What follows belongs to an exercise in optimizing a design on an open flow for small area, a short achievable clock period and few clock cycles per item; a production flow would make more cautious choices. Only simulation tests tie the RTL to the original design; equivalence was not proved.

==> inputs of 05-26 <==
==> flow/design.v (excerpt) <==
module ahb_lite_fir_filter(
    input clk,
          n_rst,
    input logic hsel,
    input logic [3:0] haddr,
    input logic hsize,
    input logic [1:0] htrans,
    input logic hwrite,
    input logic [15:0] hwdata,
    output logic [15:0] hrdata,
    output logic hresp
);
==> flow/config.mk <==
export PLATFORM = sky130hd
export DESIGN_NAME = ahb_lite_fir_filter
export DESIGN_NICKNAME = ahb_lite_fir_filter
export VERILOG_FILES = /design/flow/design.v
export SDC_FILE = /design/flow/constraint.sdc
export NUM_CORES = 4
export LEC_CHECK = 0
export ABC_CLOCK_PERIOD_IN_PS = 5500
export CAP_MARGIN = 20
export CORE_MARGIN = 2
export CORE_UTILIZATION = 60
export PLACE_DENSITY = 0.75
export SLEW_MARGIN = 20
==> flow/constraint.sdc <==
create_clock -name core_clock -period 12.0 [get_ports {clk}]
set_input_delay 2.4000 -clock core_clock [delete_from_list [all_inputs] [get_ports {clk}]]
set_output_delay 2.4000 -clock core_clock [all_outputs]
set_load 0.01 [all_outputs]
standard.sh (not shown) runs the stock make flow with config.mk's settings and CLKGATE_MAP_FILE= SYNTH_SCRIPT=/design/flow/synth_recipe.tcl, a recipe that flattens the netlist after the stock synthesis.
==> flow/flow/run.sh <==
#!/bin/bash
# The standard layout (its synthesis script, registers unchanged), with:
#  - no ABC pass inside yosys's generic synth before the adders are extracted
#    (SYNTH_ARGS=-noabc), so the hand-built adder trees reach extract_fa as
#    written, without inverters around every full adder; ABC still maps the
#    logic afterwards as usual,
#  - timing repair aimed at a setup slack margin (a shorter achieved period
#    than the 12 ns constraint), and
#  - port buffers of a regular buffer cell, and
#  - clock tree synthesis without dummy loads (capacitive cells that only balance
#    the tree).
# The clock and constraints are the standard flow's own.
set -euo pipefail
MARGIN=${MARGIN:-6.5}
bash standard.sh "SYNTH_ARGS=-noabc" "SETUP_SLACK_MARGIN=$MARGIN" \
    "BUFFER_PORTS_ARGS=-buffer_cell sky130_fd_sc_hd__buf_2" \
    "CTS_ARGS=-sink_clustering_enable -repair_clock_nets -dont_use_dummy_load -buf_list {sky130_fd_sc_hd__clkbuf_4 sky130_fd_sc_hd__clkbuf_8}" finish > standard_flow.log 2>&1
==> inputs of 03-02, as changes to 05-26 <==
==> flow/flow/run.sh (replaced) <==
#!/bin/bash
# The standard layout, with timing repair aimed at a setup slack margin
# (a shorter achieved period than the 12 ns constraint) and port buffers of a
# regular buffer cell. The clock and constraints are the standard flow's own.
set -euo pipefail
MARGIN=${MARGIN:-7.2}
bash standard.sh "SETUP_SLACK_MARGIN=$MARGIN" \
    "BUFFER_PORTS_ARGS=-buffer_cell sky130_fd_sc_hd__buf_2" finish > standard_flow.log 2>&1
CORE_UTILIZATION = 40   (was 60)
PLACE_DENSITY = not set   (was 0.75)
==> inputs of 05-16, as changes to 05-26 <==
--- a/flow/design.v
+++ b/flow/design.v
@@ -37,12 +37,14 @@
     logic          apw;
     logic [17:0]   nb;                      
     logic [1:0]    nbc;
     logic [16:0]   res;                     
     logic          resw;
     logic          err;
+    logic          smp_v, h1_v, h2_v, r_v, acc_v, res_v;
+    logic [3:0]    c_v, f_v;
     logic wr_smp, wr_c0, wr_c1, wr_c2, wr_c3, wr_r14;
     assign wr_smp = wr_pend & (wr_pair == 3'd2);
     assign wr_c0  = wr_pend & (wr_pair == 3'd3);
     assign wr_c1  = wr_pend & (wr_pair == 3'd4);
     assign wr_c2  = wr_pend & (wr_pair == 3'd5);
     assign wr_c3  = wr_pend & (wr_pair == 3'd6);
@@ -52,16 +54,16 @@
     assign s1_hw   = s1_free & wr_smp;                  
     assign s1_sm   = s1_free & ~wr_smp & samp_pend;     
     assign do_load = s1_free & ~wr_smp & ~samp_pend & r14[0];
     logic [15:0] a1r, a1, b1;
     always_comb begin
         case (seq)
-            2'd0:    begin a1r = smp; b1 = f0; end
-            2'd1:    begin a1r = h1;  b1 = f2; end
-            2'd2:    begin a1r = smp; b1 = f1; end
-            default: begin a1r = h2;  b1 = f3; end
+            2'd0:    begin a1r = smp_v ? smp : 16'd0; b1 = f_v[0] ? f0 : 16'd0; end
+            2'd1:    begin a1r = h1_v  ? h1  : 16'd0; b1 = f_v[2] ? f2 : 16'd0; end
+            2'd2:    begin a1r = smp_v ? smp : 16'd0; b1 = f_v[1] ? f1 : 16'd0; end
+            default: begin a1r = h2_v  ? h2  : 16'd0; b1 = f_v[3] ? f3 : 16'd0; end
         endcase
     end
     assign a1 = s1_hw ? hwdata : a1r;
     logic [17-K:0] xb;
     logic [M-1:0]  b1_neg, b1_one, b1_two;
     assign xb = {1'b0, a1[15:K], 1'b0};
@@ -494,14 +496,14 @@
     assign wsum  = {1'b0, s16, 1'b1} + {1'b0, c16, c_lo};
     assign w     = wsum[17];
     logic [17:0] nb_x, ap_y, ra, rb, x1, y1, x2, y2, v1, v2;
     logic [18:0] v2c;
     logic        sub;
     assign sub  = k_t1 | k_t3;
-    assign nb_x = k_t2 ? 18'h3FFFF : {nb[17:16] + nbc, nb[15:0]};
-    assign ap_y = k_t2 ? 18'd1 : {ap[17:16] - {1'b0, apw}, ap[15:0]};
+    assign nb_x = (k_t2 | ~acc_v) ? 18'h3FFFF : {nb[17:16] + nbc, nb[15:0]};
+    assign ap_y = (k_t2 | ~acc_v) ? 18'd1 : {ap[17:16] - {1'b0, apw}, ap[15:0]};
     assign ra   = {2'b00, s16};
     assign rb   = {2'b00, c16};
     logic [17:0] a1x, a2x;
     assign a1x  = nb_x ^ {18{sub}};
     assign a2x  = ~ap_y;
     logic [17:0] q1, q2;
@@ -515,128 +517,137 @@
     assign v2c  = {x2, 1'b1} + {y2, c_lo};
     assign v2   = v2c[18:1];
     logic err_new, err3, err4;
     assign err4    = w ? (v1[17] & v1[16]) : (v1[17] & ~v1[16]);
     assign err3    = w ? (v2[17] & ~v2[16]) : (~v2[17] & v2[16]);
     assign err_new = err3 | err4;
-    logic busy, err_bit;
+    logic busy;
     assign busy    = wr_pend | samp_pend | r14[0];
-    assign err_bit = k_t0 ? err_new : err;
     logic [16:0] res_c;
     logic [15:0] mag, pdata, rdata;
     logic        st_hw, st_b1;
-    assign res_c = {res[16] ^ resw, res[15:0]};
+    assign res_c = res_v ? {res[16] ^ resw, res[15:0]} : 17'd0;
     assign mag   = res_c[16] ? (~res_c[15:0] + 16'd1) : res_c[15:0];
     assign st_hw = rd_req & (haddr[3:1] == 3'd0) & hsize;
     assign st_b1 = rd_req & (haddr == 4'd1) & ~hsize;
     always_comb begin
         case (haddr[3:1])
             3'd0:    pdata = {15'd0, busy};
             3'd1:    pdata = mag;
-            3'd2:    pdata = smp;
-            3'd3:    pdata = c0;
-            3'd4:    pdata = c1;
-            3'd5:    pdata = c2;
-            3'd6:    pdata = c3;
-            default: pdata = {r15, r14};
+            3'd2:    pdata = smp_v  ? smp : 16'd0;
+            3'd3:    pdata = c_v[0] ? c0  : 16'd0;
+            3'd4:    pdata = c_v[1] ? c1  : 16'd0;
+            3'd5:    pdata = c_v[2] ? c2  : 16'd0;
+            3'd6:    pdata = c_v[3] ? c3  : 16'd0;
+            default: pdata = r_v ? {r15, r14[7:1], r14[0]} : {15'd0, r14[0]};
         endcase
         if (!rd_req)
             rdata = 16'd0;
         else if (hsize)
             rdata = pdata;
         else
             rdata = {8'd0, haddr[0] ? pdata[15:8] : pdata[7:0]};
-        rdata[8] = rdata[8] | (st_hw & err_bit);
-        rdata[0] = rdata[0] | (st_b1 & err_bit);
+        rdata[8] = (st_hw & k_t0) ? err_new : (rdata[8] | (st_hw & err));
+        rdata[0] = (st_b1 & k_t0) ? err_new : (rdata[0] | (st_b1 & err));
     end
     always_ff @(posedge clk) begin
         s1s <= m1_r0[15+K:K];
         s1c <= m1_r1[15+K:K];
         s1k <= m1_lo[K];
         bo_neg <= b1_neg;
         bo_one <= b1_one;
         bo_two <= b1_two;
         b2  <= b1;
     end
+    always_ff @(posedge clk) begin
+        wr_pair <= haddr[3:1];              
+        if (wr_smp) begin
+            smp <= hwdata;
+            h1  <= smp;
+            h2  <= h1;
+        end
+        if (wr_c0) c0 <= hwdata;
+        if (wr_c1) c1 <= hwdata;
+        if (wr_c2) c2 <= hwdata;
+        if (wr_c3) c3 <= hwdata;
+        if (wr_r14) begin
+            r14[7:1] <= hwdata[7:1];
+            r15      <= hwdata[15:8];
+        end else if (do_load) begin
+            r14[7:1] <= 7'd0;
+        end
+        if (do_load) begin
+            f0 <= c0;
+            f1 <= c1;
+            f2 <= c2;
+            f3 <= c3;
+        end
+        if (k_t0) begin
+            res  <= ~v1[16:0];
+            resw <= w;
+        end
+        if (k_t2 | k_t1 | k_t3) begin
+            nb  <= sub ? ~v1 : v1;
+            nbc <= sub ? {1'b0, w} : {w, w};
+        end
+        if (k_t2 | k_t1) begin
+            ap  <= v2;
+            apw <= w;
+        end
+    end
     always_ff @(posedge clk, negedge n_rst) begin
         if (!n_rst) begin
             hrdata    <= 16'd0;
             wr_pend   <= 1'b0;
-            wr_pair   <= 3'd0;
-            smp       <= 16'd0;
-            c0        <= 16'd0;
-            c1        <= 16'd0;
-            c2        <= 16'd0;
-            c3        <= 16'd0;
-            r14       <= 8'd0;
-            r15       <= 8'd0;
-            f0        <= 16'd0;
-            f1        <= 16'd0;
-            f2        <= 16'd0;
-            f3        <= 16'd0;
-            h1        <= 16'd0;
-            h2        <= 16'd0;
+            r14[0]    <= 1'b0;
+            smp_v     <= 1'b0;
+            h1_v      <= 1'b0;
+            h2_v      <= 1'b0;
+            c_v       <= 4'd0;
+            r_v       <= 1'b0;
+            f_v       <= 4'd0;
+            acc_v     <= 1'b0;
+            res_v     <= 1'b0;
             samp_pend <= 1'b0;
             seq       <= 2'd0;
             k_t0      <= 1'b0;
             k_t2      <= 1'b0;
             k_t1      <= 1'b0;
             k_t3      <= 1'b0;
-            ap        <= 18'd1;
-            apw       <= 1'b0;
-            nb        <= 18'h3FFFF;
-            nbc       <= 2'd0;
-            res       <= 17'd0;
-            resw      <= 1'b0;
             err       <= 1'b0;
         end else begin
             hrdata  <= rdata;
             wr_pend <= wr_req;
-            wr_pair <= haddr[3:1];
             if (wr_smp) begin
-                smp <= hwdata;
-                h1  <= smp;
-                h2  <= h1;
+                smp_v <= 1'b1;
+                h1_v  <= smp_v;
+                h2_v  <= h1_v;
             end
-            if (wr_c0) c0 <= hwdata;
-            if (wr_c1) c1 <= hwdata;
-            if (wr_c2) c2 <= hwdata;
-            if (wr_c3) c3 <= hwdata;
+            if (wr_c0) c_v[0] <= 1'b1;
+            if (wr_c1) c_v[1] <= 1'b1;
+            if (wr_c2) c_v[2] <= 1'b1;
+            if (wr_c3) c_v[3] <= 1'b1;
             if (wr_r14) begin
-                r14 <= hwdata[7:0];
-                r15 <= hwdata[15:8];
+                r14[0] <= hwdata[0];
+                r_v    <= 1'b1;
             end else if (do_load) begin
-                r14 <= 8'd0;
-            end
-            if (do_load) begin
-                f0 <= c0;
-                f1 <= c1;
-                f2 <= c2;
-                f3 <= c3;
+                r14[0] <= 1'b0;
             end
+            if (do_load) f_v <= c_v;
+            if (k_t2) acc_v <= 1'b1;
+            if (k_t0) res_v <= 1'b1;
             if (wr_smp & ~s1_hw)
                 samp_pend <= 1'b1;
             else if (s1_sm)
                 samp_pend <= 1'b0;
             seq  <= (s1_hw | s1_sm | do_load) ? 2'd1 : (seq + {1'b0, ~s1_free});
             k_t0 <= s1_hw | s1_sm;
             k_t2 <= (seq == 2'd1);
             k_t1 <= (seq == 2'd2);
             k_t3 <= (seq == 2'd3);
-            if (k_t0) begin
-                res  <= ~v1[16:0];
-                resw <= w;
-                err  <= err_new;
-            end else if (do_load) begin
+            if (k_t0)
+                err <= err_new;
+            else if (do_load)
                 err <= 1'b0;
-            end
-            if (k_t2 | k_t1 | k_t3) begin
-                nb  <= sub ? ~v1 : v1;
-                nbc <= sub ? {1'b0, w} : {w, w};
-            end
-            if (k_t2 | k_t1) begin
-                ap  <= v2;
-                apw <= w;
-            end
         end
     end
 endmodule
--- a/flow/flow/run.sh
+++ b/flow/flow/run.sh
@@ -8,10 +8,10 @@
 #    than the 12 ns constraint), and
 #  - port buffers of a regular buffer cell, and
 #  - clock tree synthesis without dummy loads (capacitive cells that only balance
 #    the tree).
 # The clock and constraints are the standard flow's own.
 set -euo pipefail
-MARGIN=${MARGIN:-6.5}
+MARGIN=${MARGIN:-6.7}
 bash standard.sh "SYNTH_ARGS=-noabc" "SETUP_SLACK_MARGIN=$MARGIN" \
     "BUFFER_PORTS_ARGS=-buffer_cell sky130_fd_sc_hd__buf_2" \
-    "CTS_ARGS=-sink_clustering_enable -repair_clock_nets -dont_use_dummy_load -buf_list {sky130_fd_sc_hd__clkbuf_4 sky130_fd_sc_hd__clkbuf_8}" finish > standard_flow.log 2>&1
+    "CTS_ARGS=-sink_clustering_enable -repair_clock_nets -dont_use_dummy_load -sink_clustering_size 22 -sink_clustering_max_diameter 100" finish > standard_flow.log 2>&1
CORE_UTILIZATION = 40   (was 60)
PLACE_DENSITY = not set   (was 0.75)
==> comparison table <==
| quantity | 05-16 | 03-02 | 05-26 |
|---|---|---|---|
| Run status | finished clean | finished clean | finished clean |
| Number of instances in the synthesized netlist | 1,776 | 2,246 | 2,040 |
| Average cell area after synthesis | 11.9 µm² | 10.3 µm² | 10.9 µm² |
| Starting Density | 0.404 | 0.406 | 0.609 |
| End point of the most critical hold path | h2[1] | ap[7] | ap[2] |
| Dominant cell by count in the synthesized netlist | sky130_fd_sc_hd__edfxtp_1 | sky130_fd_sc_hd__dfrtp_1 | sky130_fd_sc_hd__dfrtp_1 |
| Biggest fanout along the worst timing path | 2 | 3 | 3 |
| Sinks on Clock Net | 349 | 335 | 335 |
| Leading cell type in the layout, fill and taps excluded | sky130_fd_sc_hd__edfxtp_1 | sky130_fd_sc_hd__dfrtp_1 | sky130_fd_sc_hd__dfrtp_1 |
| Clock Latency Late Sink | 550 ps | 590 ps | 630 ps |
| Die Footprint | 0.0548 mm² | 0.0596 mm² | 0.0386 mm² |
| Final wirelength | 54,900 µm | 67,800 µm | 58,400 µm |
| Number of tapcells | 688 | 756 | 468 |
| Placed wire-length estimate after detailed placement | 39,100 µm | 46,200 µm | 40,100 µm |
| Number of cells on the worst hold path | 0 | 2 | 2 |
| Reg-to-reg critical path endpoint | hrdata[0] | hrdata[0] | hrdata[8] |
| FF+latch count, synth | 349 | 335 | 335 |
| PostCTS Resize Cnt | 58 | 186 | 50 |
Testbench counts of 05-26, summed over its fixed seeds: cycles 2,064, samples 512.
Testbench counts of 03-02, summed over its fixed seeds: cycles 2,064, samples 512.
Testbench counts of 05-16, summed over its fixed seeds: cycles 2,064, samples 512.

[what the ideal ports hide]
In the flow no input, the clock included, has a driving cell. The finished layouts below were timed again as built, in two steps.
Step 1: set_driving_cell puts a clkbuf_16 on clk and a buf_2 on each other input, an assumption about the parent block.
Step 2 also shifts input and output timing later by t, the mid clock arrival at the registers, as if the neighbouring blocks saw the same clock.
Three values: ideal ports, drivers, drivers and shift; two values: the first two.
run	t, ns	slack for setup (ns)	latest minus earliest clock arrival (ns)
05-26	0.641	6.530 / 6.470 / 6.078	0.084 / 0.085
03-02	0.631	6.576 / 6.465 / 6.460	0.036 / 0.036
05-16	0.570	6.593 / 6.537 / 6.356	0.074 / 0.074
After both steps every run listed still meets setup and hold. For 05-26, which loses most, drivers alone change the setup slack by -0.060 ns; drivers and shift together by -0.452 ns.
